This is an optimization exercise on Yosys and OpenROAD, whose aim is small area, not a production implementation.
The RTL was checked by simulation tests, not by an equivalence proof against the original design.
The flow treats the clock pin as an ideal source. Dropping or thinning the clock tree relies on that and would not hold on a real chip.
No activity file was given, so power comes from the tool's default toggle rates.

$ cat flow/design.v
module Top_Level2(
	CLK,
	rst,
	ps2_clk,
	Data,
	out
);
input wire	CLK;
input wire	rst;
input wire	ps2_clk;
input wire	Data;
output wire	out;
reg	[2:0] kclk_s;
reg	[1:0] kdat_s;
always @(posedge CLK)
begin
	kdat_s <= {kdat_s[0], Data};
	kclk_s[2] <= kclk_s[1];
	if (rst)
		kclk_s[1:0] <= 2'b11;
	else
		kclk_s[1:0] <= {kclk_s[0], ps2_clk};
end
wire	kclk_fall = kclk_s[2] & ~kclk_s[1];
reg	[3:0] count;
reg	[8:1] inter;
reg	prev_f0;	 
reg	trigger;
wire	stop = count[3] & count[1];
always @(posedge CLK)
begin
	if (rst)
	begin
		count <= 4'd0;
		inter <= 8'd0;
		prev_f0 <= 1'b0;
		trigger <= 1'b0;
	end
	else if (kclk_fall)
	begin
		if (stop)
		begin
			count <= 4'd0;
			trigger <= prev_f0;
			prev_f0 <= (inter == 8'hF0);
		end
		else
		begin
			count <= count + 4'd1;
			if (~count[3] & (count[2:0] == 3'd1)) inter[1] <= kdat_s[1];
			if (~count[3] & (count[2:0] == 3'd2)) inter[2] <= kdat_s[1];
			if (~count[3] & (count[2:0] == 3'd3)) inter[3] <= kdat_s[1];
			if (~count[3] & (count[2:0] == 3'd4)) inter[4] <= kdat_s[1];
			if (~count[3] & (count[2:0] == 3'd5)) inter[5] <= kdat_s[1];
			if (~count[3] & (count[2:0] == 3'd6)) inter[6] <= kdat_s[1];
			if (~count[3] & (count[2:0] == 3'd7)) inter[7] <= kdat_s[1];
			if (count[3] & ~count[0]) inter[8] <= kdat_s[1];
		end
	end
end
wire	[7:0] code = trigger ? 8'd0 : inter;
reg	[14:0] y;
always @(*)
	case (code)
	28: y = 22727; 27: y = 21452; 35: y = 20248; 43: y = 19111;
	52: y = 18038; 51: y = 17026; 59: y = 16071; 66: y = 15169;
	75: y = 14317; 76: y = 13513; 82: y = 12755; 90: y = 12039;
	21: y = 23393; 29: y = 22080; 36: y = 20841; 45: y = 19671;
	44: y = 18567; 53: y = 17525; 60: y = 16543; 67: y = 15613;
	68: y = 14737; 77: y = 13910; 84: y = 13129; 91: y = 12392;
	18: y = 22080; 26: y = 20841; 34: y = 19671; 33: y = 18567;
	42: y = 17525; 50: y = 16542; 49: y = 15613; 58: y = 14736;
	65: y = 13910; 73: y = 13129; 74: y = 12391; 89: y = 11697;
	default: y = 0;
	endcase
reg	[15:0] a;
reg	[15:0] b;
wire	a_ge_2y = (a >= {y, 1'b0});
wire	b_gt_2y = (b > {y, 1'b0});
wire	a_le_y = (a <= {1'b0, y});
always @(posedge CLK)
begin
	if (rst | a_ge_2y)
		a <= 16'd0;
	else
		a <= a + 16'd1;
	if (rst | b_gt_2y)
		b <= 16'd0;
	else
		b <= b + 16'd1;
end
assign	out = a_le_y ? a_ge_2y : ~b_gt_2y;
endmodule
$ cat flow/flow/run.sh
#!/bin/bash
set -euo pipefail
R=orfs/results/${FLOW_PLATFORM}/Top_Level2/base
bash standard.sh synth > synth_std.log 2>&1
cp $R/1_2_yosys.v std.v
cp $FLOW_HOME/platforms/${FLOW_PLATFORM}/lib/sky130_fd_sc_hd__tt_025C_1v80.lib lib.lib
yosys -s flow/p1.ys > p1.log 2>&1
python3 flow/search.py lib.lib 3 60 ${NUM_CORES:-4} > search.log 2>&1
yosys -s flow/p2.ys > p2.log 2>&1
yosys -s flow/equiv.ys > equiv.log 2>&1
cp new.v $R/1_2_yosys.v
export BUFFER_PORTS_ARGS="-buffer_cell sky130_fd_sc_hd__buf_1"
bash standard.sh POST_CTS_TCL=$PWD/flow/post_cts.tcl finish > layout.log 2>&1
rm -f lib.lib
$ cat flow/flow/dont_use.txt
sky130_fd_sc_hd__probe_p_8 sky130_fd_sc_hd__probec_p_8 sky130_fd_sc_hd__lpflow_bleeder_1 sky130_fd_sc_hd__lpflow_clkbufkapwr_1 sky130_fd_sc_hd__lpflow_clkbufkapwr_16 sky130_fd_sc_hd__lpflow_clkbufkapwr_2 sky130_fd_sc_hd__lpflow_clkbufkapwr_4 sky130_fd_sc_hd__lpflow_clkbufkapwr_8 sky130_fd_sc_hd__lpflow_clkinvkapwr_1 sky130_fd_sc_hd__lpflow_clkinvkapwr_16 sky130_fd_sc_hd__lpflow_clkinvkapwr_2 sky130_fd_sc_hd__lpflow_clkinvkapwr_4 sky130_fd_sc_hd__lpflow_clkinvkapwr_8 sky130_fd_sc_hd__lpflow_decapkapwr_12 sky130_fd_sc_hd__lpflow_decapkapwr_3 sky130_fd_sc_hd__lpflow_decapkapwr_4 sky130_fd_sc_hd__lpflow_decapkapwr_6 sky130_fd_sc_hd__lpflow_decapkapwr_8 sky130_fd_sc_hd__lpflow_inputiso0n_1 sky130_fd_sc_hd__lpflow_inputiso0p_1 sky130_fd_sc_hd__lpflow_inputiso1n_1 sky130_fd_sc_hd__lpflow_inputiso1p_1 sky130_fd_sc_hd__lpflow_inputisolatch_1 sky130_fd_sc_hd__lpflow_isobufsrc_1 sky130_fd_sc_hd__lpflow_isobufsrc_16 sky130_fd_sc_hd__lpflow_isobufsrc_2 sky130_fd_sc_hd__lpflow_isobufsrc_4 sky130_fd_sc_hd__lpflow_isobufsrc_8 sky130_fd_sc_hd__lpflow_isobufsrckapwr_16 sky130_fd_sc_hd__lpflow_lsbuf_lh_hl_isowell_tap_1 sky130_fd_sc_hd__lpflow_lsbuf_lh_hl_isowell_tap_2 sky130_fd_sc_hd__lpflow_lsbuf_lh_hl_isowell_tap_4 sky130_fd_sc_hd__lpflow_lsbuf_lh_isowell_4 sky130_fd_sc_hd__lpflow_lsbuf_lh_isowell_tap_1 sky130_fd_sc_hd__lpflow_lsbuf_lh_isowell_tap_2 sky130_fd_sc_hd__lpflow_lsbuf_lh_isowell_tap_4 
$ cat flow/flow/dump.abc
strash
write_blif raw.blif
$ cat flow/flow/equiv.ys
# Check that the re-mapped netlist does what the standard netlist does
# (registers are matched by name).
read_liberty -ignore_miss_func lib.lib
read_verilog std.v
rename Top_Level2 gold
read_verilog new.v
rename Top_Level2 gate
hierarchy -check
flatten
opt_clean
equiv_make gold gate equiv
hierarchy -top equiv
equiv_simple -seq 1
equiv_induct
equiv_status -assert
$ cat flow/flow/load.abc
read_blif best.blif
$ cat flow/flow/p1.ys
# Pass 1: the standard synthesis's netlist, with flip-flops and tie cells as
# black boxes; ABC only writes out the combinational logic between them.
read_liberty -ignore_miss_func lib.lib
blackbox sky130_fd_sc_hd__df* sky130_fd_sc_hd__sdf* sky130_fd_sc_hd__edf* sky130_fd_sc_hd__dl* sky130_fd_sc_hd__conb*
read_verilog std.v
hierarchy -top Top_Level2
flatten
opt -purge
stat -liberty lib.lib
abc -liberty lib.lib -script flow/dump.abc
$ cat flow/flow/p2.ys
# Pass 2: the same extraction, with ABC returning the searched netlist
# (best.blif); registers keep their instance names and cell types.
read_liberty -ignore_miss_func lib.lib
blackbox sky130_fd_sc_hd__df* sky130_fd_sc_hd__sdf* sky130_fd_sc_hd__edf* sky130_fd_sc_hd__dl* sky130_fd_sc_hd__conb*
read_verilog std.v
hierarchy -top Top_Level2
flatten
opt -purge
abc -liberty lib.lib -script flow/load.abc
opt_clean -purge
hilomap -singleton -hicell sky130_fd_sc_hd__conb_1 HI -locell sky130_fd_sc_hd__conb_1 LO
splitnets
opt_clean -purge
stat -liberty lib.lib
write_verilog -noattr -nohex -nodec new.v
$ cat flow/flow/post_cts.tcl
set block [ord::get_db_block]
set clk_net [$block findNet CLK]
set root ""
set n 0
foreach it [$clk_net getITerms] { set root [$it getInst]; incr n }
if { $n == 1 && [string match "*clkbuf*" [[$root getMaster] getName]] } {
  set root_out [[$root findITerm X] getNet]
  set leaves {}
  set others 0
  foreach it [$root_out getITerms] {
    set l [$it getInst]
    if { $l == $root || [string match "clkload*" [$l getName]] } { continue }
    if { [string match "*clkbuf*" [[$l getMaster] getName]] && [$it isInputSignal] } {
      lappend leaves $l
    } else {
      incr others
    }
  }
  if { $others == 0 && [llength $leaves] >= 1 && [llength $leaves] <= 4 } {
    foreach it [$root_out getITerms] {
      set l [$it getInst]
      if { [string match "clkload*" [$l getName]] } { odb::dbInst_destroy $l }
    }
    foreach l $leaves {
      set it [$l findITerm A]
      $it disconnect
      $it connect $clk_net
      foreach lit [[[$l findITerm X] getNet] getITerms] {
        if { [string match "clkload*" [[$lit getInst] getName]] } {
          odb::dbInst_destroy [$lit getInst]
        }
      }
    }
    odb::dbInst_destroy $root
    odb::dbNet_destroy $root_out
    puts "post_cts: removed the root buffer; [llength $leaves] leaf buffers on the clock port"
    foreach l $leaves {
      set name [$l getName]
      set pins [get_pins -of_objects [get_nets -of_objects [get_pins $name/X]] -filter "direction == input"]
      foreach c {clkbuf_4 clkbuf_8 clkbuf_16} {
        replace_cell $name sky130_fd_sc_hd__$c
        estimate_parasitics -placement
        set mx 0
        foreach p $pins {
          set s [get_property $p slew_max]
          if { $s > $mx } { set mx $s }
        }
        if { $mx < 0.105 } { break }
      }
      puts "post_cts: $name -> $c ([llength $pins] sinks, slew $mx)"
    }
    detailed_placement
    check_placement -verbose
    estimate_parasitics -placement
    report_clock_skew
  }
}
$ cat flow/flow/search.py
#!/usr/bin/env python3
"""Area search over ABC resynthesis of the combinational logic.

Reads raw.blif (the standard synthesis's combinational logic, written by
p1.ys), runs rounds of parallel ABC jobs (deepsyn with different seeds, then
area mapping) starting from the best netlist so far, and writes best.blif.
Each ABC run's output goes to abc_R_S.log in the current folder.
"""
import glob, os, re, subprocess, sys
from concurrent.futures import ThreadPoolExecutor

lib, rounds, secs, jobs = sys.argv[1], int(sys.argv[2]), int(sys.argv[3]), int(sys.argv[4])
remaps = int(sys.argv[5]) if len(sys.argv) > 5 else 8
offset = int(sys.argv[6]) if len(sys.argv) > 6 else 0
dont_use = open(os.path.join(os.path.dirname(__file__), "dont_use.txt")).read().split()
readlib = "read_lib " + " ".join("-X " + c for c in dont_use) + " -w " + lib

MAP = "&get -n; &dch -f; &nf -R 1000; &put"

def run(src, dst, script, log, remaps=0):
    """Run script on src, then remap the result remaps times; every mapped
    netlist is written out, and the smallest is copied to dst. Returns its area."""
    cmd = f"{readlib}; read_blif {src}; {script}; print_stats; write_blif {dst}.0"
    for i in range(1, remaps + 1):
        cmd += f"; strash; {MAP}; print_stats; write_blif {dst}.{i}"
    out = subprocess.run(["yosys-abc", "-c", cmd], capture_output=True, text=True).stdout
    open(log, "w").write(out)
    areas = [float(x) for x in re.findall(r"area =\s*([0-9.]+)", out)]
    best = None
    for i, a in enumerate(areas):
        if os.path.exists(f"{dst}.{i}") and (best is None or a < areas[best]):
            best = i
    if best is None:
        return float("inf")
    subprocess.run(["cp", f"{dst}.{best}", dst], check=True)
    return areas[best]

# plain area mapping of the input as a fallback
a = run("raw.blif", "cand_0_0.blif", "strash; dch -f; map -a", "abc_0_0.log")
pool = [(a, "cand_0_0.blif")]
print(f"start: {a}", flush=True)
# netlists kept from earlier runs of this search (flow/seed*.blif) join the
# pool if ABC proves them equivalent to this run's logic
for seed in sorted(glob.glob(os.path.join(os.path.dirname(__file__), "seed*.blif"))):
    out = subprocess.run(["yosys-abc", "-c", f"{readlib}; read_blif {seed}; print_stats; cec raw.blif"],
                         capture_output=True, text=True).stdout
    m = re.findall(r"area =\s*([0-9.]+)", out)
    ok = "Networks are equivalent" in out and m
    print(f"seed {os.path.basename(seed)}: " + (f"equivalent, {m[-1]}" if ok else "not used"), flush=True)
    if ok:
        dst = "cand_seed_" + os.path.basename(seed)
        subprocess.run(["cp", seed, dst], check=True)
        pool.append((float(m[-1]), dst))
pool.sort()
for r in range(1, rounds + 1):
    # half the jobs start from the best netlist so far, the rest from the
    # next best ones, so that the search does not stall in one optimum
    srcs = [pool[0][1] if s % 2 == 1 or len(pool) == 1 else pool[min(s // 2, len(pool) - 1)][1]
            for s in range(1, jobs + 1)]
    def job(s):
        dst = f"cand_{r}_{s}.blif"
        script = f"strash; &get -n; &deepsyn -T {secs} -S {(s + r * jobs + offset) % 101}; {MAP}"
        return run(srcs[s - 1], dst, script, f"abc_{r}_{s}.log", remaps), dst
    with ThreadPoolExecutor(jobs) as ex:
        res = list(ex.map(job, range(1, jobs + 1)))
    print(f"round {r}: " + " ".join(f"{x:.1f}" for x, _ in res), flush=True)
    pool = sorted(pool + [x for x in res if x[0] < float("inf")])[:jobs]
best_area, best = pool[0]
print(f"best: {best} {best_area}", flush=True)
subprocess.run(["cp", best, "best.blif"], check=True)
$ cat flow/flow/seed1.blif
.model netlist
.inputs ys__n29 ys__n57 ys__n64 ys__n90 ys__n118 ys__n142 ys__n160 ys__n176 \
 ys__n182 ys__n209 ys__n214 ys__n253 ys__n286 ys__n331 ys__n364 ys__n375 \
 ys__n395 ys__n422 ys__n431 ys__n436 ys__n445 ys__n519 ys__n521 ys__n549 \
 ys__n555 ys__n569 ys__n590 ys__n636 ys__n637 ys__n703 ys__n710 ys__n718 \
 ys__n743 ys__n769 ys__n795 ys__n803 ys__n842 ys__n844 ys__n872 ys__n884 \
 ys__n1034 ys__n1061 ys__n1063 ys__n1104 ys__n1233 ys__n1294 ys__n1325 \
 ys__n1384 ys__n1434 ys__n1442 ys__n1475 ys__n1596
.outputs ys__n284 ys__n386 ys__n528 ys__n595 ys__n655 ys__n713 ys__n750 \
 ys__n821 ys__n868 ys__n906 ys__n931 ys__n962 ys__n1008 ys__n1017 ys__n1039 \
 ys__n1098 ys__n1100 ys__n1137 ys__n1164 ys__n1188 ys__n1245 ys__n1276 \
 ys__n1284 ys__n1300 ys__n1307 ys__n1342 ys__n1354 ys__n1370 ys__n1385 \
 ys__n1388 ys__n1418 ys__n1435 ys__n1446 ys__n1460 ys__n1470 ys__n1484 \
 ys__n1495 ys__n1519 ys__n1533 ys__n1545 ys__n1561 ys__n1569 ys__n1571 \
 ys__n1575 ys__n1592 ys__n1608 ys__n1626 ys__n1631 ys__n1635
.gate sky130_fd_sc_hd__clkinv_1        A=ys__n364 Y=new_n102
.gate sky130_fd_sc_hd__clkinv_1        A=ys__n1063 Y=new_n103
.gate sky130_fd_sc_hd__nor2_1          A=ys__n182 B=ys__n1233 Y=new_n104
.gate sky130_fd_sc_hd__nand2b_1        A_N=ys__n160 B=ys__n286 Y=new_n105
.gate sky130_fd_sc_hd__nor2_1          A=ys__n436 B=new_n103 Y=new_n106
.gate sky130_fd_sc_hd__nand2b_1        A_N=ys__n436 B=ys__n1063 Y=new_n107
.gate sky130_fd_sc_hd__nor2_1          A=ys__n176 B=ys__n182 Y=new_n108
.gate sky130_fd_sc_hd__nor4_1          A=ys__n176 B=ys__n182 C=ys__n519 D=new_n107 Y=new_n109
.gate sky130_fd_sc_hd__nor2_1          A=ys__n286 B=ys__n519 Y=new_n110
.gate sky130_fd_sc_hd__nor2_1          A=ys__n519 B=ys__n1063 Y=new_n111
.gate sky130_fd_sc_hd__nand3_1         A=ys__n436 B=new_n103 C=new_n110 Y=new_n112
.gate sky130_fd_sc_hd__nand2_1         A=ys__n286 B=ys__n519 Y=new_n113
.gate sky130_fd_sc_hd__and2_0          A=ys__n160 B=ys__n1063 X=new_n114
.gate sky130_fd_sc_hd__o31ai_1         A1=ys__n436 A2=new_n113 A3=new_n114 B1=new_n112 Y=new_n115
.gate sky130_fd_sc_hd__a22oi_1         A1=new_n105 A2=new_n109 B1=new_n115 B2=new_n108 Y=new_n116
.gate sky130_fd_sc_hd__o21ai_0         A1=ys__n182 A2=ys__n1233 B1=new_n116 Y=new_n117
.gate sky130_fd_sc_hd__nand2_1         A=ys__n160 B=ys__n519 Y=new_n118
.gate sky130_fd_sc_hd__nand3_1         A=new_n106 B=new_n108 C=new_n118 Y=new_n119
.gate sky130_fd_sc_hd__xnor2_1         A=ys__n519 B=ys__n1063 Y=new_n120
.gate sky130_fd_sc_hd__nand2_1         A=ys__n436 B=ys__n519 Y=new_n121
.gate sky130_fd_sc_hd__or2_0           A=ys__n436 B=ys__n519 X=new_n122
.gate sky130_fd_sc_hd__nand3_1         A=new_n120 B=new_n121 C=new_n122 Y=new_n123
.gate sky130_fd_sc_hd__nor4_1          A=ys__n160 B=ys__n176 C=ys__n182 D=new_n123 Y=new_n124
.gate sky130_fd_sc_hd__nor2_1          A=new_n117 B=new_n124 Y=new_n125
.gate sky130_fd_sc_hd__and2_0          A=new_n119 B=new_n125 X=new_n126
.gate sky130_fd_sc_hd__nand2_1         A=new_n119 B=new_n125 Y=new_n127
.gate sky130_fd_sc_hd__a21oi_1         A1=new_n121 A2=new_n122 B1=new_n120 Y=new_n128
.gate sky130_fd_sc_hd__nor2b_1         A=ys__n549 B_N=ys__n160 Y=new_n129
.gate sky130_fd_sc_hd__nor2b_1         A=ys__n176 B_N=new_n129 Y=new_n130
.gate sky130_fd_sc_hd__nand2_1         A=new_n128 B=new_n130 Y=new_n131
.gate sky130_fd_sc_hd__nor2b_1         A=ys__n549 B_N=ys__n1233 Y=new_n132
.gate sky130_fd_sc_hd__nor2_1          A=new_n107 B=new_n113 Y=new_n133
.gate sky130_fd_sc_hd__nor2b_1         A=ys__n1063 B_N=ys__n286 Y=new_n134
.gate sky130_fd_sc_hd__a31oi_1         A1=ys__n436 A2=new_n118 A3=new_n134 B1=new_n133 Y=new_n135
.gate sky130_fd_sc_hd__nor2b_1         A=new_n135 B_N=new_n130 Y=new_n136
.gate sky130_fd_sc_hd__or2_0           A=new_n132 B=new_n136 X=new_n137
.gate sky130_fd_sc_hd__nand2b_1        A_N=new_n137 B=new_n131 Y=new_n138
.gate sky130_fd_sc_hd__o21ai_0         A1=ys__n160 A2=new_n122 B1=new_n105 Y=new_n139
.gate sky130_fd_sc_hd__nor2_1          A=ys__n286 B=ys__n1063 Y=new_n140
.gate sky130_fd_sc_hd__a21oi_1         A1=ys__n286 A2=new_n106 B1=new_n140 Y=new_n141
.gate sky130_fd_sc_hd__o21ai_0         A1=new_n118 A2=new_n141 B1=new_n112 Y=new_n142
.gate sky130_fd_sc_hd__a21oi_1         A1=new_n128 A2=new_n139 B1=new_n142 Y=new_n143
.gate sky130_fd_sc_hd__nand2b_1        A_N=ys__n549 B=ys__n176 Y=new_n144
.gate sky130_fd_sc_hd__nor2_1          A=ys__n436 B=new_n111 Y=new_n145
.gate sky130_fd_sc_hd__or3_1           A=ys__n286 B=ys__n436 C=new_n120 X=new_n146
.gate sky130_fd_sc_hd__a21oi_1         A1=new_n135 A2=new_n146 B1=new_n144 Y=new_n147
.gate sky130_fd_sc_hd__clkinv_1        A=new_n147 Y=new_n148
.gate sky130_fd_sc_hd__a21oi_1         A1=new_n131 A2=new_n148 B1=new_n143 Y=new_n149
.gate sky130_fd_sc_hd__nor2_1          A=new_n143 B=new_n144 Y=new_n150
.gate sky130_fd_sc_hd__nor2_1          A=new_n147 B=new_n150 Y=new_n151
.gate sky130_fd_sc_hd__nand2_1         A=new_n113 B=new_n118 Y=new_n152
.gate sky130_fd_sc_hd__nor2_1          A=new_n144 B=new_n152 Y=new_n153
.gate sky130_fd_sc_hd__a31oi_1         A1=new_n106 A2=new_n151 A3=new_n153 B1=new_n149 Y=new_n154
.gate sky130_fd_sc_hd__o21ai_0         A1=ys__n176 A2=new_n134 B1=new_n129 Y=new_n155
.gate sky130_fd_sc_hd__o21bai_1        A1=new_n123 A2=new_n155 B1_N=new_n132 Y=new_n156
.gate sky130_fd_sc_hd__nor4_1          A=ys__n160 B=ys__n286 C=new_n123 D=new_n144 Y=new_n157
.gate sky130_fd_sc_hd__mux2i_1         A0=ys__n160 A1=new_n157 S=new_n154 Y=new_n158
.gate sky130_fd_sc_hd__clkinv_1        A=new_n158 Y=new_n159
.gate sky130_fd_sc_hd__a21oi_1         A1=new_n147 A2=new_n158 B1=new_n156 Y=new_n160
.gate sky130_fd_sc_hd__a21oi_1         A1=ys__n436 A2=new_n134 B1=new_n145 Y=new_n161
.gate sky130_fd_sc_hd__nor2_1          A=ys__n160 B=new_n161 Y=new_n162
.gate sky130_fd_sc_hd__nor2_1          A=new_n137 B=new_n162 Y=new_n163
.gate sky130_fd_sc_hd__o21ai_0         A1=new_n160 A2=new_n163 B1=new_n154 Y=new_n164
.gate sky130_fd_sc_hd__nor2b_1         A=ys__n519 B_N=ys__n286 Y=new_n165
.gate sky130_fd_sc_hd__o21ai_0         A1=new_n164 A2=new_n165 B1=new_n138 Y=new_n166
.gate sky130_fd_sc_hd__clkinv_1        A=new_n166 Y=new_n167
.gate sky130_fd_sc_hd__a21oi_1         A1=ys__n160 A2=new_n110 B1=new_n151 Y=new_n168
.gate sky130_fd_sc_hd__o21ai_0         A1=new_n167 A2=new_n168 B1=new_n127 Y=new_n169
.gate sky130_fd_sc_hd__or2_0           A=new_n133 B=new_n162 X=new_n170
.gate sky130_fd_sc_hd__nand2_1         A=new_n108 B=new_n170 Y=new_n171
.gate sky130_fd_sc_hd__o21ai_0         A1=ys__n182 A2=ys__n1233 B1=new_n171 Y=new_n172
.gate sky130_fd_sc_hd__nand2_1         A=ys__n1233 B=new_n121 Y=new_n173
.gate sky130_fd_sc_hd__o21ai_0         A1=new_n140 A2=new_n173 B1=new_n172 Y=new_n174
.gate sky130_fd_sc_hd__o21ai_0         A1=ys__n160 A2=ys__n286 B1=new_n109 Y=new_n175
.gate sky130_fd_sc_hd__a21o_1          A1=new_n174 A2=new_n175 B1=new_n160 X=new_n176
.gate sky130_fd_sc_hd__a22oi_1         A1=ys__n872 A2=new_n169 B1=new_n176 B2=ys__n90 Y=new_n177
.gate sky130_fd_sc_hd__o21ai_0         A1=new_n110 A2=new_n119 B1=new_n174 Y=new_n178
.gate sky130_fd_sc_hd__nor2_1          A=new_n151 B=new_n157 Y=new_n179
.gate sky130_fd_sc_hd__o21ai_0         A1=new_n137 A2=new_n179 B1=new_n178 Y=new_n180
.gate sky130_fd_sc_hd__o22ai_1         A1=ys__n90 A2=new_n176 B1=new_n180 B2=ys__n57 Y=new_n181
.gate sky130_fd_sc_hd__o21ai_0         A1=ys__n519 A2=new_n103 B1=new_n174 Y=new_n182
.gate sky130_fd_sc_hd__nand2_1         A=ys__n1233 B=new_n182 Y=new_n183
.gate sky130_fd_sc_hd__a311oi_1        A1=ys__n286 A2=new_n106 A3=new_n130 B1=new_n132 C1=new_n157 Y=new_n184
.gate sky130_fd_sc_hd__o21ai_0         A1=new_n148 A2=new_n170 B1=new_n184 Y=new_n185
.gate sky130_fd_sc_hd__nand2b_1        A_N=ys__n286 B=ys__n160 Y=new_n186
.gate sky130_fd_sc_hd__o21bai_1        A1=new_n116 A2=new_n186 B1_N=new_n172 Y=new_n187
.gate sky130_fd_sc_hd__nand3_1         A=new_n183 B=new_n185 C=new_n187 Y=new_n188
.gate sky130_fd_sc_hd__a22oi_1         A1=ys__n57 A2=new_n180 B1=new_n188 B2=ys__n209 Y=new_n189
.gate sky130_fd_sc_hd__o21ai_0         A1=new_n177 A2=new_n181 B1=new_n189 Y=new_n190
.gate sky130_fd_sc_hd__nand2_1         A=new_n104 B=new_n106 Y=new_n191
.gate sky130_fd_sc_hd__a21boi_0        A1=new_n116 A2=new_n171 B1_N=new_n156 Y=new_n192
.gate sky130_fd_sc_hd__a22oi_1         A1=ys__n286 A2=new_n114 B1=new_n140 B2=ys__n160 Y=new_n193
.gate sky130_fd_sc_hd__nand2_1         A=new_n192 B=new_n193 Y=new_n194
.gate sky130_fd_sc_hd__o221ai_1        A1=ys__n160 A2=ys__n286 B1=new_n147 B2=new_n150 C1=new_n104 Y=new_n195
.gate sky130_fd_sc_hd__a22oi_1         A1=new_n121 A2=new_n139 B1=new_n194 B2=new_n195 Y=new_n196
.gate sky130_fd_sc_hd__mux2i_1         A0=new_n153 A1=new_n196 S=new_n191 Y=new_n197
.gate sky130_fd_sc_hd__o221ai_1        A1=ys__n209 A2=new_n188 B1=new_n197 B2=ys__n422 C1=new_n190 Y=new_n198
.gate sky130_fd_sc_hd__o21ai_0         A1=new_n114 A2=new_n151 B1=new_n166 Y=new_n199
.gate sky130_fd_sc_hd__nor2_1          A=ys__n160 B=new_n120 Y=new_n200
.gate sky130_fd_sc_hd__nor3_1          A=ys__n160 B=ys__n286 C=new_n120 Y=new_n201
.gate sky130_fd_sc_hd__o22ai_1         A1=new_n126 A2=new_n172 B1=new_n201 B2=new_n134 Y=new_n202
.gate sky130_fd_sc_hd__o311ai_0        A1=new_n134 A2=new_n172 A3=new_n201 B1=new_n202 C1=new_n199 Y=new_n203
.gate sky130_fd_sc_hd__a22oi_1         A1=ys__n422 A2=new_n197 B1=new_n203 B2=ys__n29 Y=new_n204
.gate sky130_fd_sc_hd__o21ai_0         A1=new_n138 A2=new_n150 B1=new_n187 Y=new_n205
.gate sky130_fd_sc_hd__o22ai_1         A1=ys__n29 A2=new_n203 B1=new_n205 B2=ys__n64 Y=new_n206
.gate sky130_fd_sc_hd__a21oi_1         A1=new_n198 A2=new_n204 B1=new_n206 Y=new_n207
.gate sky130_fd_sc_hd__nor2_1          A=new_n107 B=new_n155 Y=new_n208
.gate sky130_fd_sc_hd__o31a_1          A1=new_n137 A2=new_n147 A3=new_n208 B1=new_n104 X=new_n209
.gate sky130_fd_sc_hd__nor2_1          A=new_n194 B=new_n200 Y=new_n210
.gate sky130_fd_sc_hd__nor2_1          A=new_n209 B=new_n210 Y=new_n211
.gate sky130_fd_sc_hd__a221oi_1        A1=ys__n64 A2=new_n205 B1=new_n211 B2=ys__n118 C1=new_n207 Y=new_n212
.gate sky130_fd_sc_hd__o21ai_0         A1=new_n147 A2=new_n158 B1=new_n184 Y=new_n213
.gate sky130_fd_sc_hd__nand2_1         A=new_n117 B=new_n213 Y=new_n214
.gate sky130_fd_sc_hd__o22ai_1         A1=ys__n118 A2=new_n211 B1=new_n214 B2=ys__n142 Y=new_n215
.gate sky130_fd_sc_hd__o21bai_1        A1=new_n123 A2=new_n144 B1_N=new_n138 Y=new_n216
.gate sky130_fd_sc_hd__o21ai_0         A1=new_n116 A2=new_n196 B1=new_n174 Y=new_n217
.gate sky130_fd_sc_hd__o311ai_0        A1=ys__n519 A2=new_n169 A3=new_n174 B1=new_n216 C1=new_n217 Y=new_n218
.gate sky130_fd_sc_hd__a22oi_1         A1=ys__n142 A2=new_n214 B1=new_n218 B2=ys__n214 Y=new_n219
.gate sky130_fd_sc_hd__o21ai_0         A1=new_n212 A2=new_n215 B1=new_n219 Y=new_n220
.gate sky130_fd_sc_hd__o21ai_0         A1=new_n131 A2=new_n164 B1=new_n184 Y=new_n221
.gate sky130_fd_sc_hd__o31ai_1         A1=new_n110 A2=new_n126 A3=new_n200 B1=new_n174 Y=new_n222
.gate sky130_fd_sc_hd__o221ai_1        A1=new_n164 A2=new_n184 B1=new_n221 B2=new_n150 C1=new_n222 Y=new_n223
.gate sky130_fd_sc_hd__o221ai_1        A1=ys__n214 A2=new_n218 B1=new_n223 B2=ys__n253 C1=new_n220 Y=new_n224
.gate sky130_fd_sc_hd__a21bo_1         A1=new_n105 A2=new_n186 B1_N=ys__n1233 X=new_n225
.gate sky130_fd_sc_hd__nand3_1         A=new_n127 B=new_n164 C=new_n225 Y=new_n226
.gate sky130_fd_sc_hd__a22oi_1         A1=ys__n253 A2=new_n223 B1=new_n226 B2=ys__n331 Y=new_n227
.gate sky130_fd_sc_hd__o22ai_1         A1=new_n138 A2=new_n159 B1=new_n187 B2=new_n124 Y=new_n228
.gate sky130_fd_sc_hd__o22ai_1         A1=ys__n331 A2=new_n226 B1=new_n228 B2=ys__n375 Y=new_n229
.gate sky130_fd_sc_hd__a21oi_1         A1=new_n224 A2=new_n227 B1=new_n229 Y=new_n230
.gate sky130_fd_sc_hd__a21oi_1         A1=new_n159 A2=new_n209 B1=new_n192 Y=new_n231
.gate sky130_fd_sc_hd__a221oi_1        A1=ys__n375 A2=new_n228 B1=new_n231 B2=ys__n555 C1=new_n230 Y=new_n232
.gate sky130_fd_sc_hd__o311ai_0        A1=new_n147 A2=new_n150 A3=new_n216 B1=new_n231 C1=new_n104 Y=new_n233
.gate sky130_fd_sc_hd__o22ai_1         A1=ys__n555 A2=new_n231 B1=new_n233 B2=ys__n590 Y=new_n234
.gate sky130_fd_sc_hd__a21oi_1         A1=ys__n590 A2=new_n233 B1=ys__n637 Y=new_n235
.gate sky130_fd_sc_hd__o21ai_0         A1=new_n232 A2=new_n234 B1=new_n235 Y=new_n236
.gate sky130_fd_sc_hd__o22ai_1         A1=ys__n90 A2=new_n169 B1=new_n176 B2=ys__n57 Y=new_n237
.gate sky130_fd_sc_hd__a22oi_1         A1=ys__n57 A2=new_n176 B1=new_n180 B2=ys__n209 Y=new_n238
.gate sky130_fd_sc_hd__o22ai_1         A1=ys__n209 A2=new_n180 B1=new_n188 B2=ys__n422 Y=new_n239
.gate sky130_fd_sc_hd__a21oi_1         A1=new_n237 A2=new_n238 B1=new_n239 Y=new_n240
.gate sky130_fd_sc_hd__a221oi_1        A1=ys__n422 A2=new_n188 B1=new_n197 B2=ys__n29 C1=new_n240 Y=new_n241
.gate sky130_fd_sc_hd__o22ai_1         A1=ys__n29 A2=new_n197 B1=new_n203 B2=ys__n64 Y=new_n242
.gate sky130_fd_sc_hd__nor2_1          A=new_n241 B=new_n242 Y=new_n243
.gate sky130_fd_sc_hd__a221oi_1        A1=ys__n64 A2=new_n203 B1=new_n205 B2=ys__n118 C1=new_n243 Y=new_n244
.gate sky130_fd_sc_hd__o22ai_1         A1=ys__n118 A2=new_n205 B1=new_n211 B2=ys__n142 Y=new_n245
.gate sky130_fd_sc_hd__a22oi_1         A1=ys__n142 A2=new_n211 B1=new_n214 B2=ys__n214 Y=new_n246
.gate sky130_fd_sc_hd__o21ai_0         A1=new_n244 A2=new_n245 B1=new_n246 Y=new_n247
.gate sky130_fd_sc_hd__o221ai_1        A1=ys__n214 A2=new_n214 B1=new_n218 B2=ys__n253 C1=new_n247 Y=new_n248
.gate sky130_fd_sc_hd__a22oi_1         A1=ys__n253 A2=new_n218 B1=new_n223 B2=ys__n331 Y=new_n249
.gate sky130_fd_sc_hd__o22ai_1         A1=ys__n331 A2=new_n223 B1=new_n226 B2=ys__n375 Y=new_n250
.gate sky130_fd_sc_hd__a21oi_1         A1=new_n248 A2=new_n249 B1=new_n250 Y=new_n251
.gate sky130_fd_sc_hd__a221oi_1        A1=ys__n375 A2=new_n226 B1=new_n228 B2=ys__n555 C1=new_n251 Y=new_n252
.gate sky130_fd_sc_hd__o22ai_1         A1=ys__n555 A2=new_n228 B1=new_n231 B2=ys__n590 Y=new_n253
.gate sky130_fd_sc_hd__nor2_1          A=new_n252 B=new_n253 Y=new_n254
.gate sky130_fd_sc_hd__o21ai_0         A1=ys__n637 A2=new_n233 B1=new_n254 Y=new_n255
.gate sky130_fd_sc_hd__o21ai_0         A1=ys__n431 A2=ys__n445 B1=new_n169 Y=new_n256
.gate sky130_fd_sc_hd__a22oi_1         A1=ys__n431 A2=ys__n445 B1=ys__n844 B2=new_n176 Y=new_n257
.gate sky130_fd_sc_hd__o22ai_1         A1=ys__n844 A2=new_n176 B1=new_n180 B2=ys__n803 Y=new_n258
.gate sky130_fd_sc_hd__a21oi_1         A1=new_n256 A2=new_n257 B1=new_n258 Y=new_n259
.gate sky130_fd_sc_hd__a221oi_1        A1=ys__n803 A2=new_n180 B1=new_n188 B2=ys__n743 C1=new_n259 Y=new_n260
.gate sky130_fd_sc_hd__o22ai_1         A1=ys__n743 A2=new_n188 B1=new_n197 B2=ys__n703 Y=new_n261
.gate sky130_fd_sc_hd__a22oi_1         A1=ys__n703 A2=new_n197 B1=new_n203 B2=ys__n636 Y=new_n262
.gate sky130_fd_sc_hd__o21ai_0         A1=new_n260 A2=new_n261 B1=new_n262 Y=new_n263
.gate sky130_fd_sc_hd__o221ai_1        A1=ys__n636 A2=new_n203 B1=new_n205 B2=ys__n521 C1=new_n263 Y=new_n264
.gate sky130_fd_sc_hd__a22oi_1         A1=ys__n521 A2=new_n205 B1=new_n211 B2=ys__n1325 Y=new_n265
.gate sky130_fd_sc_hd__o22ai_1         A1=ys__n1325 A2=new_n211 B1=new_n214 B2=ys__n795 Y=new_n266
.gate sky130_fd_sc_hd__a21oi_1         A1=new_n264 A2=new_n265 B1=new_n266 Y=new_n267
.gate sky130_fd_sc_hd__a221oi_1        A1=ys__n795 A2=new_n214 B1=new_n218 B2=ys__n1294 C1=new_n267 Y=new_n268
.gate sky130_fd_sc_hd__o22ai_1         A1=ys__n1294 A2=new_n218 B1=new_n223 B2=ys__n884 Y=new_n269
.gate sky130_fd_sc_hd__a22oi_1         A1=ys__n884 A2=new_n223 B1=new_n226 B2=ys__n1061 Y=new_n270
.gate sky130_fd_sc_hd__o21ai_0         A1=new_n268 A2=new_n269 B1=new_n270 Y=new_n271
.gate sky130_fd_sc_hd__o22a_1          A1=ys__n1061 A2=new_n226 B1=new_n228 B2=ys__n769 X=new_n272
.gate sky130_fd_sc_hd__a222oi_1        A1=ys__n769 A2=new_n228 B1=new_n271 B2=new_n272 C1=new_n231 C2=ys__n569 Y=new_n273
.gate sky130_fd_sc_hd__o22ai_1         A1=ys__n569 A2=new_n231 B1=new_n233 B2=ys__n395 Y=new_n274
.gate sky130_fd_sc_hd__nand2_1         A=ys__n395 B=new_n233 Y=new_n275
.gate sky130_fd_sc_hd__o21ai_0         A1=new_n273 A2=new_n274 B1=new_n275 Y=new_n276
.gate sky130_fd_sc_hd__mux2i_1         A0=new_n255 A1=new_n276 S=new_n236 Y=ys__n284
.gate sky130_fd_sc_hd__o21ai_0         A1=ys__n590 A2=new_n233 B1=ys__n637 Y=new_n278
.gate sky130_fd_sc_hd__nand3_1         A=new_n102 B=new_n255 C=new_n278 Y=new_n279
.gate sky130_fd_sc_hd__nor2_1          A=ys__n872 B=new_n279 Y=ys__n386
.gate sky130_fd_sc_hd__nand2b_1        A_N=new_n276 B=new_n102 Y=new_n281
.gate sky130_fd_sc_hd__and3_1          A=ys__n431 B=ys__n445 C=ys__n844 X=new_n282
.gate sky130_fd_sc_hd__and3_1          A=ys__n743 B=ys__n803 C=new_n282 X=new_n283
.gate sky130_fd_sc_hd__and3_1          A=ys__n636 B=ys__n703 C=new_n283 X=new_n284
.gate sky130_fd_sc_hd__xnor2_1         A=ys__n521 B=new_n284 Y=new_n285
.gate sky130_fd_sc_hd__nor2_1          A=new_n281 B=new_n285 Y=ys__n528
.gate sky130_fd_sc_hd__nor2b_1         A=ys__n1475 B_N=ys__n842 Y=new_n287
.gate sky130_fd_sc_hd__nor2b_1         A=ys__n1104 B_N=ys__n1034 Y=new_n288
.gate sky130_fd_sc_hd__nand2_1         A=ys__n718 B=new_n288 Y=new_n289
.gate sky130_fd_sc_hd__nor2_1          A=ys__n710 B=new_n289 Y=new_n290
.gate sky130_fd_sc_hd__nand2_1         A=new_n287 B=new_n290 Y=new_n291
.gate sky130_fd_sc_hd__nand2_1         A=new_n102 B=ys__n1442 Y=new_n292
.gate sky130_fd_sc_hd__nand3_1         A=ys__n160 B=new_n102 C=new_n291 Y=new_n293
.gate sky130_fd_sc_hd__o21ai_0         A1=new_n291 A2=new_n292 B1=new_n293 Y=ys__n595
.gate sky130_fd_sc_hd__a21oi_1         A1=ys__n703 A2=new_n283 B1=ys__n636 Y=new_n295
.gate sky130_fd_sc_hd__nor3_1          A=new_n281 B=new_n284 C=new_n295 Y=ys__n655
.gate sky130_fd_sc_hd__xnor2_1         A=ys__n703 B=new_n283 Y=new_n297
.gate sky130_fd_sc_hd__nor2_1          A=new_n281 B=new_n297 Y=ys__n713
.gate sky130_fd_sc_hd__a21oi_1         A1=ys__n803 A2=new_n282 B1=ys__n743 Y=new_n299
.gate sky130_fd_sc_hd__nor3_1          A=new_n281 B=new_n283 C=new_n299 Y=ys__n750
.gate sky130_fd_sc_hd__xnor2_1         A=ys__n803 B=new_n282 Y=new_n301
.gate sky130_fd_sc_hd__nor2_1          A=new_n281 B=new_n301 Y=ys__n821
.gate sky130_fd_sc_hd__a21oi_1         A1=ys__n431 A2=ys__n445 B1=ys__n844 Y=new_n303
.gate sky130_fd_sc_hd__nor3_1          A=new_n281 B=new_n282 C=new_n303 Y=ys__n868
.gate sky130_fd_sc_hd__xnor2_1         A=ys__n90 B=ys__n872 Y=new_n305
.gate sky130_fd_sc_hd__nor2_1          A=new_n279 B=new_n305 Y=ys__n906
.gate sky130_fd_sc_hd__a21oi_1         A1=ys__n90 A2=ys__n872 B1=ys__n57 Y=new_n307
.gate sky130_fd_sc_hd__and3_1          A=ys__n57 B=ys__n90 C=ys__n872 X=new_n308
.gate sky130_fd_sc_hd__nor3_1          A=new_n279 B=new_n307 C=new_n308 Y=ys__n931
.gate sky130_fd_sc_hd__xnor2_1         A=ys__n209 B=new_n308 Y=new_n310
.gate sky130_fd_sc_hd__nor2_1          A=new_n279 B=new_n310 Y=ys__n962
.gate sky130_fd_sc_hd__a21oi_1         A1=ys__n209 A2=new_n308 B1=ys__n422 Y=new_n312
.gate sky130_fd_sc_hd__and3_1          A=ys__n209 B=ys__n422 C=new_n308 X=new_n313
.gate sky130_fd_sc_hd__nor3_1          A=new_n279 B=new_n312 C=new_n313 Y=ys__n1008
.gate sky130_fd_sc_hd__and3_1          A=ys__n521 B=ys__n1325 C=new_n284 X=new_n315
.gate sky130_fd_sc_hd__and3_1          A=ys__n795 B=ys__n1294 C=new_n315 X=new_n316
.gate sky130_fd_sc_hd__and3_1          A=ys__n884 B=ys__n1061 C=new_n316 X=new_n317
.gate sky130_fd_sc_hd__nand3_1         A=ys__n569 B=ys__n769 C=new_n317 Y=new_n318
.gate sky130_fd_sc_hd__xor2_1          A=ys__n395 B=new_n318 X=new_n319
.gate sky130_fd_sc_hd__nor2_1          A=new_n281 B=new_n319 Y=ys__n1017
.gate sky130_fd_sc_hd__xnor2_1         A=ys__n29 B=new_n313 Y=new_n321
.gate sky130_fd_sc_hd__nor2_1          A=new_n279 B=new_n321 Y=ys__n1039
.gate sky130_fd_sc_hd__nand3_1         A=ys__n710 B=ys__n1475 C=new_n288 Y=new_n323
.gate sky130_fd_sc_hd__a31oi_1         A1=ys__n710 A2=ys__n1475 A3=new_n288 B1=ys__n364 Y=new_n324
.gate sky130_fd_sc_hd__nand2_1         A=new_n102 B=new_n323 Y=new_n325
.gate sky130_fd_sc_hd__nor2_1          A=ys__n364 B=new_n323 Y=new_n326
.gate sky130_fd_sc_hd__a22o_1          A1=ys__n549 A2=new_n324 B1=new_n326 B2=ys__n1596 X=ys__n1098
.gate sky130_fd_sc_hd__a21oi_1         A1=ys__n29 A2=new_n313 B1=ys__n64 Y=new_n328
.gate sky130_fd_sc_hd__and3_1          A=ys__n29 B=ys__n64 C=new_n313 X=new_n329
.gate sky130_fd_sc_hd__nor3_1          A=new_n279 B=new_n328 C=new_n329 Y=ys__n1100
.gate sky130_fd_sc_hd__xnor2_1         A=ys__n118 B=new_n329 Y=new_n331
.gate sky130_fd_sc_hd__nor2_1          A=new_n279 B=new_n331 Y=ys__n1137
.gate sky130_fd_sc_hd__and3_1          A=ys__n710 B=ys__n718 C=new_n288 X=new_n333
.gate sky130_fd_sc_hd__a21oi_1         A1=ys__n842 A2=new_n333 B1=ys__n1475 Y=new_n334
.gate sky130_fd_sc_hd__nor2_1          A=new_n325 B=new_n334 Y=ys__n1164
.gate sky130_fd_sc_hd__a21oi_1         A1=ys__n118 A2=new_n329 B1=ys__n142 Y=new_n336
.gate sky130_fd_sc_hd__and3_1          A=ys__n118 B=ys__n142 C=new_n329 X=new_n337
.gate sky130_fd_sc_hd__nor3_1          A=new_n279 B=new_n336 C=new_n337 Y=ys__n1188
.gate sky130_fd_sc_hd__nor2_1          A=ys__n214 B=new_n337 Y=new_n339
.gate sky130_fd_sc_hd__nand2_1         A=ys__n214 B=new_n337 Y=new_n340
.gate sky130_fd_sc_hd__nor3b_1         A=new_n279 B=new_n339 C_N=new_n340 Y=ys__n1245
.gate sky130_fd_sc_hd__nor3_1          A=ys__n718 B=ys__n842 C=ys__n1475 Y=new_n342
.gate sky130_fd_sc_hd__nand3_1         A=ys__n710 B=new_n288 C=new_n342 Y=new_n343
.gate sky130_fd_sc_hd__nand3_1         A=new_n102 B=ys__n1063 C=new_n343 Y=new_n344
.gate sky130_fd_sc_hd__o21ai_0         A1=new_n292 A2=new_n343 B1=new_n344 Y=ys__n1276
.gate sky130_fd_sc_hd__xor2_1          A=ys__n253 B=new_n340 X=new_n346
.gate sky130_fd_sc_hd__nor2_1          A=new_n279 B=new_n346 Y=ys__n1284
.gate sky130_fd_sc_hd__xnor2_1         A=ys__n842 B=new_n333 Y=new_n348
.gate sky130_fd_sc_hd__nor2_1          A=new_n325 B=new_n348 Y=ys__n1561
.gate sky130_fd_sc_hd__nand2_1         A=new_n333 B=ys__n1561 Y=new_n350
.gate sky130_fd_sc_hd__nand2_1         A=ys__n436 B=new_n350 Y=new_n351
.gate sky130_fd_sc_hd__nand3_1         A=ys__n1442 B=new_n333 C=ys__n1561 Y=new_n352
.gate sky130_fd_sc_hd__o21ai_0         A1=ys__n364 A2=new_n351 B1=new_n352 Y=ys__n1300
.gate sky130_fd_sc_hd__nor3b_1         A=ys__n710 B=ys__n718 C_N=new_n288 Y=new_n354
.gate sky130_fd_sc_hd__nand2_1         A=new_n287 B=new_n354 Y=new_n355
.gate sky130_fd_sc_hd__nand3_1         A=ys__n286 B=new_n102 C=new_n355 Y=new_n356
.gate sky130_fd_sc_hd__o21ai_0         A1=new_n292 A2=new_n355 B1=new_n356 Y=ys__n1307
.gate sky130_fd_sc_hd__a31oi_1         A1=ys__n214 A2=ys__n253 A3=new_n337 B1=ys__n331 Y=new_n358
.gate sky130_fd_sc_hd__and4_1          A=ys__n214 B=ys__n253 C=ys__n331 D=new_n337 X=new_n359
.gate sky130_fd_sc_hd__nor3_1          A=new_n279 B=new_n358 C=new_n359 Y=ys__n1342
.gate sky130_fd_sc_hd__xnor2_1         A=ys__n375 B=new_n359 Y=new_n361
.gate sky130_fd_sc_hd__nor2_1          A=new_n279 B=new_n361 Y=ys__n1354
.gate sky130_fd_sc_hd__a21oi_1         A1=ys__n375 A2=new_n359 B1=ys__n555 Y=new_n363
.gate sky130_fd_sc_hd__and3_1          A=ys__n375 B=ys__n555 C=new_n359 X=new_n364
.gate sky130_fd_sc_hd__nor3_1          A=new_n279 B=new_n363 C=new_n364 Y=ys__n1370
.gate sky130_fd_sc_hd__or2_0           A=ys__n364 B=ys__n1384 X=ys__n1385
.gate sky130_fd_sc_hd__xnor2_1         A=ys__n590 B=new_n364 Y=new_n367
.gate sky130_fd_sc_hd__nor2_1          A=new_n279 B=new_n367 Y=ys__n1388
.gate sky130_fd_sc_hd__a21oi_1         A1=ys__n521 A2=new_n284 B1=ys__n1325 Y=new_n369
.gate sky130_fd_sc_hd__nor3_1          A=new_n281 B=new_n315 C=new_n369 Y=ys__n1418
.gate sky130_fd_sc_hd__or2_0           A=ys__n364 B=ys__n1434 X=ys__n1435
.gate sky130_fd_sc_hd__xnor2_1         A=ys__n795 B=new_n315 Y=new_n372
.gate sky130_fd_sc_hd__nor2_1          A=new_n281 B=new_n372 Y=ys__n1446
.gate sky130_fd_sc_hd__a21oi_1         A1=ys__n795 A2=new_n315 B1=ys__n1294 Y=new_n374
.gate sky130_fd_sc_hd__nor3_1          A=new_n281 B=new_n316 C=new_n374 Y=ys__n1460
.gate sky130_fd_sc_hd__xnor2_1         A=ys__n884 B=new_n316 Y=new_n376
.gate sky130_fd_sc_hd__nor2_1          A=new_n281 B=new_n376 Y=ys__n1470
.gate sky130_fd_sc_hd__a21oi_1         A1=ys__n884 A2=new_n316 B1=ys__n1061 Y=new_n378
.gate sky130_fd_sc_hd__nor3_1          A=new_n281 B=new_n317 C=new_n378 Y=ys__n1484
.gate sky130_fd_sc_hd__a21oi_1         A1=ys__n769 A2=new_n317 B1=new_n281 Y=new_n380
.gate sky130_fd_sc_hd__o21a_1          A1=ys__n769 A2=new_n317 B1=new_n380 X=ys__n1495
.gate sky130_fd_sc_hd__a21oi_1         A1=ys__n769 A2=new_n317 B1=ys__n569 Y=new_n382
.gate sky130_fd_sc_hd__nor3b_1         A=new_n382 B=new_n281 C_N=new_n318 Y=ys__n1519
.gate sky130_fd_sc_hd__o21ai_0         A1=ys__n718 A2=new_n288 B1=new_n324 Y=new_n384
.gate sky130_fd_sc_hd__a21oi_1         A1=ys__n718 A2=new_n288 B1=new_n384 Y=ys__n1533
.gate sky130_fd_sc_hd__a21oi_1         A1=ys__n718 A2=new_n288 B1=ys__n710 Y=new_n386
.gate sky130_fd_sc_hd__nor3_1          A=new_n325 B=new_n333 C=new_n386 Y=ys__n1545
.gate sky130_fd_sc_hd__nor2_1          A=ys__n431 B=new_n281 Y=ys__n1569
.gate sky130_fd_sc_hd__xnor2_1         A=ys__n431 B=ys__n445 Y=new_n389
.gate sky130_fd_sc_hd__nor2_1          A=new_n281 B=new_n389 Y=ys__n1571
.gate sky130_fd_sc_hd__a21oi_1         A1=ys__n590 A2=new_n364 B1=ys__n637 Y=new_n391
.gate sky130_fd_sc_hd__nor2_1          A=new_n279 B=new_n391 Y=ys__n1575
.gate sky130_fd_sc_hd__nand2_1         A=ys__n1596 B=new_n324 Y=new_n393
.gate sky130_fd_sc_hd__nand3_1         A=ys__n182 B=ys__n1233 C=new_n326 Y=new_n394
.gate sky130_fd_sc_hd__nand4_1         A=ys__n160 B=ys__n176 C=new_n140 D=new_n143 Y=new_n395
.gate sky130_fd_sc_hd__o21ai_0         A1=new_n394 A2=new_n395 B1=new_n393 Y=ys__n1592
.gate sky130_fd_sc_hd__nand2_1         A=ys__n1475 B=new_n354 Y=new_n397
.gate sky130_fd_sc_hd__nand3_1         A=ys__n182 B=new_n102 C=new_n397 Y=new_n398
.gate sky130_fd_sc_hd__o21ai_0         A1=new_n292 A2=new_n397 B1=new_n398 Y=ys__n1608
.gate sky130_fd_sc_hd__nand2_1         A=new_n287 B=new_n333 Y=new_n400
.gate sky130_fd_sc_hd__nand3_1         A=new_n102 B=ys__n1233 C=new_n400 Y=new_n401
.gate sky130_fd_sc_hd__o21ai_0         A1=new_n292 A2=new_n400 B1=new_n401 Y=ys__n1626
.gate sky130_fd_sc_hd__nor4_1          A=ys__n710 B=ys__n842 C=ys__n1475 D=new_n289 Y=new_n403
.gate sky130_fd_sc_hd__nand2_1         A=new_n102 B=ys__n519 Y=new_n404
.gate sky130_fd_sc_hd__mux2i_1         A0=new_n404 A1=new_n292 S=new_n403 Y=ys__n1631
.gate sky130_fd_sc_hd__nand4b_1        A_N=ys__n718 B=new_n287 C=new_n288 D=ys__n710 Y=new_n406
.gate sky130_fd_sc_hd__nand3_1         A=ys__n176 B=new_n102 C=new_n406 Y=new_n407
.gate sky130_fd_sc_hd__o21ai_0         A1=new_n292 A2=new_n406 B1=new_n407 Y=ys__n1635
.end
$ cat flow/standard.sh
#!/bin/bash
# synth_recipe.tcl (not shown) runs the flow's synth.tcl, then flattens the netlist and writes it again
# the make line also repeats each setting of config.mk as NAME=value (left out here)
make -C /OpenROAD-flow-scripts/flow DESIGN_CONFIG=/design/flow/config.mk WORK_HOME=/design/flow/orfs CLKGATE_MAP_FILE= SYNTH_SCRIPT=/design/flow/synth_recipe.tcl "${@:-finish}"
$ cat flow/config.mk
export PLATFORM = sky130hd
export DESIGN_NAME = Top_Level2
export DESIGN_NICKNAME = Top_Level2
export VERILOG_FILES = /design/flow/design.v
export SDC_FILE = /design/flow/constraint.sdc
export NUM_CORES = 4
export LEC_CHECK = 0
export CAP_MARGIN = 20
export CORE_MARGIN = 2
export CORE_UTILIZATION = 40
export CTS_CLUSTER_DIAMETER = 500
export CTS_CLUSTER_SIZE = 100
export GPL_TIMING_DRIVEN = 0
export PLACE_DENSITY = 0.6
export SLEW_MARGIN = 20
$ cat flow/constraint.sdc
create_clock -name core_clock -period 10.0 [get_ports {CLK}]
set_input_delay 2.0000 -clock core_clock [delete_from_list [all_inputs] [get_ports {CLK}]]
set_output_delay 2.0000 -clock core_clock [all_outputs]
set_load 0.01 [all_outputs]
==> results of run 1 <==
[flip-flops by register name, summed over array words and instances (netlist names)]
register	cells
a	16
b	16
inter	8
count	4
kclk_s	3
kdat_s	2
prev_f0	1
trigger	1
[routing by layer]
layer	wire length, um	vias to the layer above
met3	340	15
met1	3367	1260
met4	127	0
li1	-	1385
met5	0	-
met2	2972	87
[critical path: cells and delay by family, from the launching register on]
kind | cells | cell delay [ns]
mux | 2 | 0.41
simple gates | 1 | 0.37
flops | 1 | 0.63
xor+xnor | 1 | 0.30
buf+inv | 3 | 0.44
compound gates | 17 | 3.68
[area by class of cell]
class                   instances  area, um2
fillers                       696       3806
multi-input cells             302       1740
flip-flops and latches         51       1021
well taps                      80      100.1
clock buffers                   4      55.05
inverters                       5      18.77
repair buffers                  4      15.01
[metrics by stage]
stage                     cell area, um2  total power, mW
after floorplan                     2780           0.2502
after global placement              2895           0.2598
after detailed placement            2895           0.2601
after global routing                2950           0.3636
final                               2950           0.3454
[worst max path at each step]
stage | start | endpoint | slack, ns
2_1_floorplan | inter[1] | out | 3.54
3_3_place_gp | inter[1] | out | 1.92
3_5_place_dp | inter[1] | out | 2.13
5_1_grt | inter[1] | out | 1.46
6_report | inter[1] | out | 2.02
[layout by cell type, fill, tap and decap left out, types with 2 or more instances in the layout]
cell type	count
nor3_1	15
o22ai_1	18
xor2_1	2
and3_1	12
o221ai_1	6
o31ai_1	2
clkbuf_8	4
and2_0	2
nand2_1	25
or2_0	5
nor4_1	4
nor2b_1	8
xnor2_1	14
nand2b_1	6
clkinv_1	5
a22oi_1	15
a31oi_1	4
mux2i_1	4
o21ai_0	38
buf_1	4
nor2_1	43
nor3b_1	3
o21bai_1	3
dfxtp_1	51
a221oi_1	7
o311ai_1	3
a21oi_1	33
nand3_1	17
[report_power, final]
group          leakage, nW  switching [mW]  total [mW]  internal, mW
registers            0.413         0.00603       0.214         0.208
clock network       0.0288          0.0526      0.0893        0.0368
logic                0.478          0.0240      0.0419        0.0178
total                0.919          0.0826       0.345         0.263
==> run_results.csv, run 1 <==
group,metric,value,unit
clocking,clock_latency,0.16,ns
global_routing,grt_busiest_layer,"met2",
route,drtIter0Drc,326,
sta,hold_ws,0.3306,ns
finish,diodes,0,
critical_path,crit_slowest_cell,"dfxtp_1",
floorplanning,start_util,41.15,%
placement,port_buffers,4,
critical_path,path_class,"reg2out",
floorplanning,ios,5,
sta,tightest_slew,0.8078,ns
sta,slew_headroom,45.29,%
sta,setup_ws,2.017,ns
worst_hold_path,hold_depth,0,
route,via_count,2747,
placement,hpwlAfterDp,4936,um
placement,dp_cells,442,
critical_path,r2r_start,"inter[1]",
critical_path,path_cells,"xnor2_1 > or3_1 > a21oi_1 > clkinv_1 > a21oi_1 > a31oi_1 > mux2i_1 > a21oi_1 > o21ai_0 > o21ai_0 > clkinv_1 > o21ai_0 > a22oi_1 > o21ai_0 > o221ai_1 > a21oi_1 > a221oi_1 > o21ai_0 > o221ai_1 > a21oi_1 > a221oi_1 > o21ai_0 > mux2i_1 > buf_1",
global_routing,first_global_vias,2426,
power_and_ir_drop,power.density,117.1,mW/mm2
flow_run,drv_cap,0,
global_routing,grt_pass1_wl,11470,um
route,remaining_drc_errors,0,
clocking,clock_sink_count,51,
critical_path,crit_top_cell,"o21ai_0",
sta,drv_slew,0,
route,routed_wl,6808,um
sta,final.setup_skew,0.03374,ns
global_routing,use_met2,28.17,%
global_routing,overflow,0,
finish,drive_above_1_share,1.093,%
global_routing,met3_usage,3.412,%
worst_hold_path,worstHoldStart,"kdat_s[0]",
synthesis,synth.avg_cell_area,7.766,um2
critical_path,critPathMaxStageDelay,0.63,ns
global_routing,grt_usage,18.46,%
critical_path,r2r_cells,25,
floorplanning,die_x,87.37,um
finish,syn2layout_area_growth,6.121,%
critical_path,crit_required,8.00,ns
global_routing,grt_max_degree,19,
sta,fmax,125.3,MHz
worst_hold_path,min_to,"kdat_s[1]",
global_routing,antenna_found_initial,0,
critical_path,reg2reg_to,"b[13]",
finish,final_nets,372,
sta,hold_violations,0,
synthesis,synth_warnings,1,
sta,rsz0062_at_grt,"false",
route,avgViaCountPerCell,6.159,
sta,finalCriticalPeriod,7.983,ns
sta,fin_setup_tns,0,ns
route,drtAntennaViolNets,0,
floorplanning,core,0.006756,mm2
sta,setup_viol,0,
power_and_ir_drop,ir_drop,0.00007179,V
route,wl_per_cell,15.26,um
finish,fin_util,43.67,%
power_and_ir_drop,total_leakage_power,0.9194,nW
placement,gp_congestion,0.9008,
sta,fin_crit_sh,79.83,%
synthesis,synth_nets,362,
placement,pre_cts_ws,2.133,ns
clocking,cts.reportedPaths.clkPinSlew,0.07,ns
floorplanning,die_area,0.007634,mm2
critical_path,crit_path_end_kind,"primary output",
route,firstDrtPassIters,5,
worst_hold_path,hp-class,"reg2reg",
critical_path,worstPathMaxFanout,12,
floorplanning,die_height,87.37,um
run_status,status,"finished clean",
critical_path,cp.arrival,5.98,ns
global_routing,grt.met1_usage,26.02,%
critical_path,cp-start-kind,"register",
floorplanning,rows,30,
critical_path,r2r_setup_slack,3.67,ns
synthesis,syn-cell-area,0.002780,mm2
finish,instances_no_fill,446,
synthesis,syn_inst,358,
==> run 2: changes to the inputs <==
--- a/flow/flow/post_cts.tcl
+++ b/flow/flow/post_cts.tcl
@@ -35,2 +35,45 @@
     odb::dbNet_destroy $root_out
+    # with 4 leaves, hand the smallest leaf's registers to the nearest of
+    # the others and move each remaining leaf to the middle of its registers
+    if { [llength $leaves] == 4 } {
+      set small ""
+      set nsmall 1000000
+      foreach l $leaves {
+        set k [expr {[llength [[[$l findITerm X] getNet] getITerms]] - 1}]
+        if { $k < $nsmall } { set small $l; set nsmall $k }
+      }
+      set rest {}
+      foreach l $leaves { if { $l != $small } { lappend rest $l } }
+      set small_out [[$small findITerm X] getNet]
+      foreach it [$small_out getITerms] {
+        if { [$it getInst] == $small } { continue }
+        set xy [[$it getInst] getLocation]
+        set best ""
+        set bd 1e18
+        foreach l $rest {
+          set lxy [$l getLocation]
+          set d [expr {abs([lindex $xy 0] - [lindex $lxy 0]) + abs([lindex $xy 1] - [lindex $lxy 1])}]
+          if { $d < $bd } { set bd $d; set best $l }
+        }
+        $it disconnect
+        $it connect [[$best findITerm X] getNet]
+      }
+      odb::dbInst_destroy $small
+      odb::dbNet_destroy $small_out
+      set leaves $rest
+      foreach l $leaves {
+        set sx 0
+        set sy 0
+        set n 0
+        foreach it [[[$l findITerm X] getNet] getITerms] {
+          if { [$it getInst] == $l } { continue }
+          set xy [[$it getInst] getLocation]
+          set sx [expr {$sx + [lindex $xy 0]}]
+          set sy [expr {$sy + [lindex $xy 1]}]
+          incr n
+        }
+        $l setLocation [expr {$sx / $n}] [expr {$sy / $n}]
+      }
+      puts "post_cts: merged the smallest leaf into the other [llength $leaves]"
+    }
     puts "post_cts: removed the root buffer; [llength $leaves] leaf buffers on the clock port"
@@ -47,3 +90,3 @@
         }
-        if { $mx < 0.105 } { break }
+        if { $mx < 0.115 } { break }
       }
==> run_results.csv, run 2 <==
group,metric,value,unit
synthesis,synth_warnings,1,
power_and_ir_drop,switching_share,23.98,%
critical_path,reg2reg_to,"b[13]",
flow_run,drv_cap,0,
synthesis,synth_nets,362,
power_and_ir_drop,ir_drop,0.0001231,V
floorplanning,die_area,0.007634,mm2
power_and_ir_drop,p_switching,80.08,uW
route,avgViaCountPerCell,6.164,
clocking,cts.reportedPaths.clkPinSlew,0.10,ns
worst_hold_path,hold_depth,0,
finish,diodes,0,
placement,dp_cells,442,
worst_hold_path,worstHoldStart,"kdat_s[0]",
route,routed_wl,6786,um
sta,rsz0062_at_grt,"false",
finish,instances_no_fill,445,
power_and_ir_drop,internal_power,253.9,uW
sta,setup_viol,0,
sta,finalCriticalPeriod,8.033,ns
global_routing,grt_usage,18.46,%
sta,fin_setup_tns,0,ns
placement,port_buffers,4,
critical_path,cp-start-kind,"register",
finish,drive_above_1_share,0.8219,%
sta,fin_crit_sh,80.33,%
critical_path,r2r_setup_slack,3.62,ns
clocking,clock_latency,0.16,ns
power_and_ir_drop,power_frac_comb,12.6,%
route,firstDrtPassIters,5,
critical_path,path_class,"reg2out",
critical_path,r2r_start,"inter[1]",
worst_hold_path,hp-class,"reg2reg",
floorplanning,die_height,87.37,um
finish,final_nets,371,
critical_path,critPathMaxStageDelay,0.63,ns
finish,top_regs,"a x16, b x16, inter x8",
sta,slew_headroom,44.22,%
sta,setup_ws,1.967,ns
finish,syn2layout_area_growth,5.626,%
power_and_ir_drop,sequentialPowerShare,64.1,%
critical_path,worstPathMaxFanout,12,
route,drtAntennaViolNets,0,
sta,final.setup_skew,0.005069,ns
route,wl_per_cell,15.25,um
global_routing,overflow,0,
power_and_ir_drop,total_leakage_power,0.9122,nW
global_routing,grt_pass1_wl,11410,um
synthesis,syn-cell-area,0.002780,mm2
critical_path,path_cells,"xnor2_1 > or3_1 > a21oi_1 > clkinv_1 > a21oi_1 > a31oi_1 > mux2i_1 > a21oi_1 > o21ai_0 > o21ai_0 > clkinv_1 > o21ai_0 > a22oi_1 > o21ai_0 > o221ai_1 > a21oi_1 > a221oi_1 > o21ai_0 > o221ai_1 > a21oi_1 > a221oi_1 > o21ai_0 > mux2i_1 > buf_1",
global_routing,antenna_found_initial,0,
route,via_count,2743,
critical_path,crit_path_end_kind,"primary output",
clocking,clock_sink_count,51,
synthesis,synth.avg_cell_area,7.766,um2
route,drtIter0Drc,386,
finish,fin_util,43.46,%
placement,hpwlAfterDp,4936,um
floorplanning,ios,5,
floorplanning,start_util,41.15,%
synthesis,syn_inst,358,
critical_path,crit_required,8.00,ns
placement,pre_cts_ws,2.133,ns
finish,final_cell_mix,"51 x dfxtp_1, 43 x nor2_1, 38 x o21ai_0",
worst_hold_path,min_to,"kdat_s[1]",
power_and_ir_drop,p_clk_share,23.3,%
floorplanning,rows,30,
run_status,status,"finished clean",
critical_path,cp.arrival,6.03,ns
sta,tightest_slew,0.8237,ns
floorplanning,core,0.006756,mm2
sta,hold_violations,0,
critical_path,crit_slowest_cell,"dfxtp_1",
floorplanning,die_x,87.37,um
sta,drv_slew,0,
critical_path,crit_top_cell,"o21ai_0",
placement,gp_congestion,0.9008,
power_and_ir_drop,power.density,113.7,mW/mm2
critical_path,r2r_cells,25,
finish,final_common_cell,"dfxtp_1",
global_routing,first_global_vias,2419,
global_routing,grt_max_degree,20,
route,remaining_drc_errors,0,
sta,fmax,124.5,MHz
[run 2: area by class of cell]
class                   instances  area (um2)
clock buffers                   3       41.29
fillers                       695        3820
inverters                       5       18.77
multi-input cells             302        1740
flip-flops and latches         51        1021
well taps                      80       100.1
repair buffers                  4       15.01
[run 2: how the worst max path moves through the flow]
stage          startpoint  end  slack (ns)  cells after the start
2_1_floorplan    inter[1]  out        3.54                     19
3_3_place_gp     inter[1]  out        1.92                     20
3_5_place_dp     inter[1]  out        2.13                     20
5_1_grt          inter[1]  out        1.41                     24
6_report         inter[1]  out        1.97                     24
[run 2: per-stage QoR]
| step | instance area [um2] | power (mW) | hold WS (ns) |
|---|---|---|---|
| after detailed placement | 2895 | 0.2601 | 0.3174 |
| after global placement | 2895 | 0.2598 | 0.3143 |
| after global routing | 2937 | 0.3529 | 0.3633 |
| after floorplan | 2780 | 0.2502 | 0.3096 |
| final | 2937 | 0.3340 | 0.3404 |
[run 2: routing by layer]
metal  GRT usage [%]  part of all wire (%)
met1           25.78                    49
met2           28.03                    43
met3           3.412                   5.0
met4           7.273                   2.3
met5               0                     0
[run 2: power by group through the flow]
stage	Clock (mW)	Combinational (mW)	Sequential, mW
6_report	0.0778	0.0420	0.214
5_1_grt	0.0888	0.0489	0.215
3_5_place_dp	0	0.0412	0.219
3_3_place_gp	0	0.0411	0.219
2_1_floorplan	0	0.0327	0.217
[run 2: worst max-delay path, delay by kind of cell (launching register included)]
kind / cells / cell delay [ns]
compound gates: 17 / 3.75
xor+xnor: 1 / 0.29
buf+inv: 3 / 0.44
flops: 1 / 0.63
mux: 2 / 0.41
simple gates: 1 / 0.37

==> what the ideal ports hide <==
Ports are ideal in the flow. The routed layouts listed here were re-timed in OpenROAD. Step 1 assumes that a clkbuf_16 drives the clock port and a buf_2 every other input. Step 2 times the ports against the registers' clock, not the clock port: input delays grow and output delays shrink by t, the midpoint of the rising clock arrivals with the driver on. Three values: no drivers, after step 1, after step 2; two values: the first two.
run	t (ns)	setup slack, ns	hold WS [ns]	slew at the worst register clock pin (ns)	worst data-port slew with drivers (ns)
run 1	0.196	2.017 / 1.964 / 2.160	0.331 / 0.331 / 0.331	0.11 / 0.11	0.03
run 2	0.206	1.967 / 1.919 / 2.125	0.340 / 0.340 / 0.340	0.10 / 0.10	0.03
After both steps setup and hold are still met in every run listed.
